Source: an optimization exercise on an open RTL-to-GDS flow (aim: small area, a short achievable clock period and few clock cycles per item). Production flows keep margins and buffers that such runs may drop.
Only simulation tests tie the RTL to the original design; equivalence was not proved.
Power is estimated from default activity; no workload was simulated.

Design fpadd, start of the top module:
module fpadd (
    clk, reset, start,
    a, b,
    sum,
    done
);
    input clk, reset, start;
    input [31:0] a, b;
    output [31:0] sum;
    output done;
    reg        done;
    reg [31:0] sum;
    wire [31:0] res;
    fpadd_comb u_comb (.a(a), .b(b), .y(res));
    always @(posedge clk) begin
        if (reset)
            done <= 1'b0;
        else if (start)
            done <= 1'b1;
        if (start)
            sum <= res;
    end
endmodule
Size in the first run: roughly 33 flip-flops, roughly 100 I/O pins.
==> module fpadd_comb, before the edit <==
module fpadd_comb (
    input  [31:0] a,
    input  [31:0] b,
    output [31:0] y
);
    wire [7:0]  ea = a[30:23];
    wire [7:0]  eb = b[30:23];
    wire        sa = a[31];
    wire        sb = b[31];
    wire        sub = sa ^ sb;
    wire        a_inf  = &ea;
    wire        b_inf  = &eb;
    wire        a_zero = ~|a[30:0];
    wire        b_zero = ~|b[30:0];
    wire [7:0]  dab, dba;
    wire        a_ge, b_ge;
    pfx_add #(8) u_dab (.x(ea), .y(~eb), .cin(1'b1), .s(dab), .cout(a_ge));
    pfx_add #(8) u_dba (.x(eb), .y(~ea), .cin(1'b1), .s(dba), .cout(b_ge));
    wire        e_eq = (ea == eb);
    wire [22:0] m_unused;
    wire        m_age;
    pfx_add #(23) u_mcmp (.x(a[22:0]), .y(~b[22:0]), .cin(1'b1), .s(m_unused), .cout(m_age));
    wire        swap = e_eq ? ~m_age : ~a_ge;      
    wire [7:0]  d    = a_ge ? dab : dba;
    wire        d01  = e_eq | (dab == 8'd1) | (dba == 8'd1);
    wire        near = sub & d01;
    wire [23:0] Ml = swap ? {1'b1, b[22:0]} : {1'b1, a[22:0]};
    wire [23:0] Ms = swap ? {1'b1, a[22:0]} : {1'b1, b[22:0]};
    wire        sL = swap ? sb : sa;
    wire        sS = swap ? sa : sb;
    wire [7:0]  eL = swap ? eb : ea;
    wire        big = (|d[7:5]) | (d[4] & d[3]);    
    wire [23:0] Fs  = Ms >> d[4:0];
    wire [23:0] lost_mask = ~(24'hffffff << d[4:0]);
    wire        st_f = big | (|(Ms & lost_mask));
    wire        n_d1 = ea[0] ^ eb[0];              
    wire [23:0] nF  = n_d1 ? {1'b0, Ms[23:1]} : Ms;
    wire        st_n = n_d1 & Ms[0];
    wire [23:0] F   = near ? nF : (big ? 24'd0 : Fs);
    wire        c   = sS & (near ? st_n : st_f);
    wire [24:0] Fx  = sub ? ~{1'b0, F} : {1'b0, F};
    wire [24:0] R;
    wire        R_co;
    pfx_add #(25) u_add (.x({1'b0, Ml}), .y(Fx), .cin(sub ^ c), .s(R), .cout(R_co));
    wire [7:0]  eL_p = eL + 8'd1;
    wire [7:0]  eL_m = eL - 8'd1;
    wire [7:0]  fe  = R[24] ? eL_p : R[23] ? eL : eL_m;
    wire [22:0] fm  = R[24] ? R[23:1] : R[23] ? R[22:0] : {R[21:0], 1'b0};
    wire [4:0]  lz;
    wire        n_nz;
    lzc32 u_lzc (.x({R[23:0], 8'd0}), .cnt(lz), .nz(n_nz));
    wire [23:0] s1  = lz[4] ? {R[7:0], 16'd0} : R[23:0];
    wire [23:0] s2  = lz[3] ? {s1[15:0], 8'd0} : s1;
    wire [23:0] s3  = lz[2] ? {s2[19:0], 4'd0} : s2;
    wire [23:0] s4  = lz[1] ? {s3[21:0], 2'd0} : s3;
    wire [22:0] nm  = lz[0] ? {s4[21:0], 1'b0} : s4[22:0];
    wire        n_zero = ~n_nz;
    wire [7:0]  ne  = eL - {3'd0, lz};
    wire [30:0] norm = near ? {ne, nm} : {fe, fm};
    wire        sel_a = a_inf | (~b_inf & b_zero);
    wire        sel_b = ~a_inf & (b_inf | (~b_zero & a_zero));
    wire        sel_n = ~sel_a & ~sel_b & ~(near & n_zero);
    assign y = ({32{sel_a}} & a) | ({32{sel_b}} & b) | ({32{sel_n}} & {sL, norm});
endmodule
==> flow/config.mk <==
export PLATFORM = sky130hd
export DESIGN_NAME = fpadd
export DESIGN_NICKNAME = fpadd
export VERILOG_FILES = /design/flow/design.v
export SDC_FILE = /design/flow/constraint.sdc
export NUM_CORES = 4
export LEC_CHECK = 0
export ABC_AREA = 1
export CAP_MARGIN = 20
export CORE_MARGIN = 2
export CORE_UTILIZATION = 65
export PLACE_DENSITY = 0.8
export SLEW_MARGIN = 20
==> flow/constraint.sdc <==
create_clock -name core_clock -period 8.0 [get_ports {clk}]
set_input_delay 1.6000 -clock core_clock [delete_from_list [all_inputs] [get_ports {clk}]]
set_output_delay 1.6000 -clock core_clock [all_outputs]
set_load 0.01 [all_outputs]
standard.sh (not shown) runs the stock make flow with config.mk's settings and CLKGATE_MAP_FILE= SYNTH_SCRIPT=/design/flow/synth_recipe.tcl, a recipe that flattens the netlist after the stock synthesis.
==> flow/flow/run.sh <==
#!/bin/bash
# The standard layout, with two changes:
# - Yosys's full/half-adder extraction is turned off (ADDER_MAP_FILE empty) so
#   that ABC maps the adders and comparators as plain gates. Synthesis is
#   otherwise the standard one, so the registers keep the standard
#   synthesis's names and cell types.
# - every input and output port still gets a buffer, but a plain buf_2 rather
#   than the default pick (a slow delay buffer).
set -euo pipefail
bash standard.sh ADDER_MAP_FILE= "BUFFER_PORTS_ARGS=-buffer_cell sky130_fd_sc_hd__buf_2" finish > make_finish.log 2>&1
Testbench counts at the start, summed over its fixed seeds: cycles 2,408, items 2,400.
Edit:
--- a/flow/design.v
+++ b/flow/design.v
@@ -117,6 +117,5 @@
     wire        swap = e_eq ? ~m_age : ~a_ge;      
     wire [7:0]  d    = a_ge ? dab : dba;
-    wire        d01  = e_eq | (dab == 8'd1) | (dba == 8'd1);
-    wire        near = sub & d01;
+    wire        near = sub & ~|d[7:1];
     wire [23:0] Ml = swap ? {1'b1, b[22:0]} : {1'b1, a[22:0]};
     wire [23:0] Ms = swap ? {1'b1, a[22:0]} : {1'b1, b[22:0]};
@@ -124,25 +123,27 @@
     wire        sS = swap ? sa : sb;
     wire [7:0]  eL = swap ? eb : ea;
-    wire        big = (|d[7:5]) | (d[4] & d[3]);    
-    wire [23:0] Fs  = Ms >> d[4:0];
-    wire [23:0] lost_mask = ~(24'hffffff << d[4:0]);
-    wire        st_f = big | (|(Ms & lost_mask));
+    wire [4:0]  sh  = (|d[7:5]) ? 5'd31 : d[4:0];
+    wire [23:0] F   = Ms >> sh;
+    wire [23:0] lost_mask = ~(24'hffffff << sh);
+    wire        sticky = |(Ms & lost_mask);
+    wire        fc  = sS & sticky;
+    wire [24:0] Fx  = sub ? ~{1'b0, F} : {1'b0, F};
+    wire [24:0] Rf;
+    wire        Rf_co;
+    pfx_add #(25) u_far (.x({1'b0, Ml}), .y(Fx), .cin(sub ^ fc), .s(Rf), .cout(Rf_co));
+    wire [7:0]  eL_p = eL + 8'd1;
+    wire [7:0]  eL_m = eL - 8'd1;
+    wire [7:0]  fe  = Rf[24] ? eL_p : Rf[23] ? eL : eL_m;
+    wire [22:0] fm  = Rf[24] ? Rf[23:1] : Rf[23] ? Rf[22:0] : {Rf[21:0], 1'b0};
     wire        n_d1 = ea[0] ^ eb[0];              
     wire [23:0] nF  = n_d1 ? {1'b0, Ms[23:1]} : Ms;
-    wire        st_n = n_d1 & Ms[0];
-    wire [23:0] F   = near ? nF : (big ? 24'd0 : Fs);
-    wire        c   = sS & (near ? st_n : st_f);
-    wire [24:0] Fx  = sub ? ~{1'b0, F} : {1'b0, F};
-    wire [24:0] R;
-    wire        R_co;
-    pfx_add #(25) u_add (.x({1'b0, Ml}), .y(Fx), .cin(sub ^ c), .s(R), .cout(R_co));
-    wire [7:0]  eL_p = eL + 8'd1;
-    wire [7:0]  eL_m = eL - 8'd1;
-    wire [7:0]  fe  = R[24] ? eL_p : R[23] ? eL : eL_m;
-    wire [22:0] fm  = R[24] ? R[23:1] : R[23] ? R[22:0] : {R[21:0], 1'b0};
+    wire        nc  = n_d1 & sS & Ms[0];
+    wire [23:0] Rn;
+    wire        Rn_co;
+    pfx_add #(24) u_near (.x(Ml), .y(~nF), .cin(~nc), .s(Rn), .cout(Rn_co));
     wire [4:0]  lz;
     wire        n_nz;
-    lzc32 u_lzc (.x({R[23:0], 8'd0}), .cnt(lz), .nz(n_nz));
-    wire [23:0] s1  = lz[4] ? {R[7:0], 16'd0} : R[23:0];
+    lzc32 u_lzc (.x({Rn, 8'd0}), .cnt(lz), .nz(n_nz));
+    wire [23:0] s1  = lz[4] ? {Rn[7:0], 16'd0} : Rn;
     wire [23:0] s2  = lz[3] ? {s1[15:0], 8'd0} : s1;
     wire [23:0] s3  = lz[2] ? {s2[19:0], 4'd0} : s2;
Result:
- clock power climbs by a few percent
- via count climbs by about a fifth
- first-iteration DRC count drops by roughly a tenth
- final cell count climbs by about a fifth
- design area climbs by about a fifth
- non-clock buffer count drops by 5
- total power climbs by roughly a tenth
- sequential cell count does not change
- worst setup slack gets worse by 0.14 ns
Testbench counts after the change, summed over its fixed seeds: cycles 2,408, items 2,400.

-- re-timing with driven ports --
In the flow no input, the clock included, has a driving cell. The finished layouts below were timed again as built, in two steps. Step 1 sets driving cells, clkbuf_16 on the clock port and buf_2 on the other inputs (assumed; they add their load-dependent delay and slew). Step 2 also shifts input and output timing later by t, the mid clock arrival at the registers, as if the neighbouring blocks saw the same clock. Slacks: ideal / step 1 / step 2; pairs: ideal / step 1.
run	t, ns	setup WS [ns]	hold slack, ns	slew at the worst register clock pin (ns)	cell pins on the clock port's net
the first run	0.309	0.550 / 0.555 / 0.246	0.509 / 0.509 / 0.509	0.06 / 0.06	1
the second run	0.316	0.413 / 0.417 / 0.101	0.477 / 0.477 / 0.477	0.06 / 0.06	1
After both steps setup and hold are still met in every run listed. For the second run, which loses most, drivers alone change the setup slack by +0.004 ns; drivers and shift together by -0.312 ns.
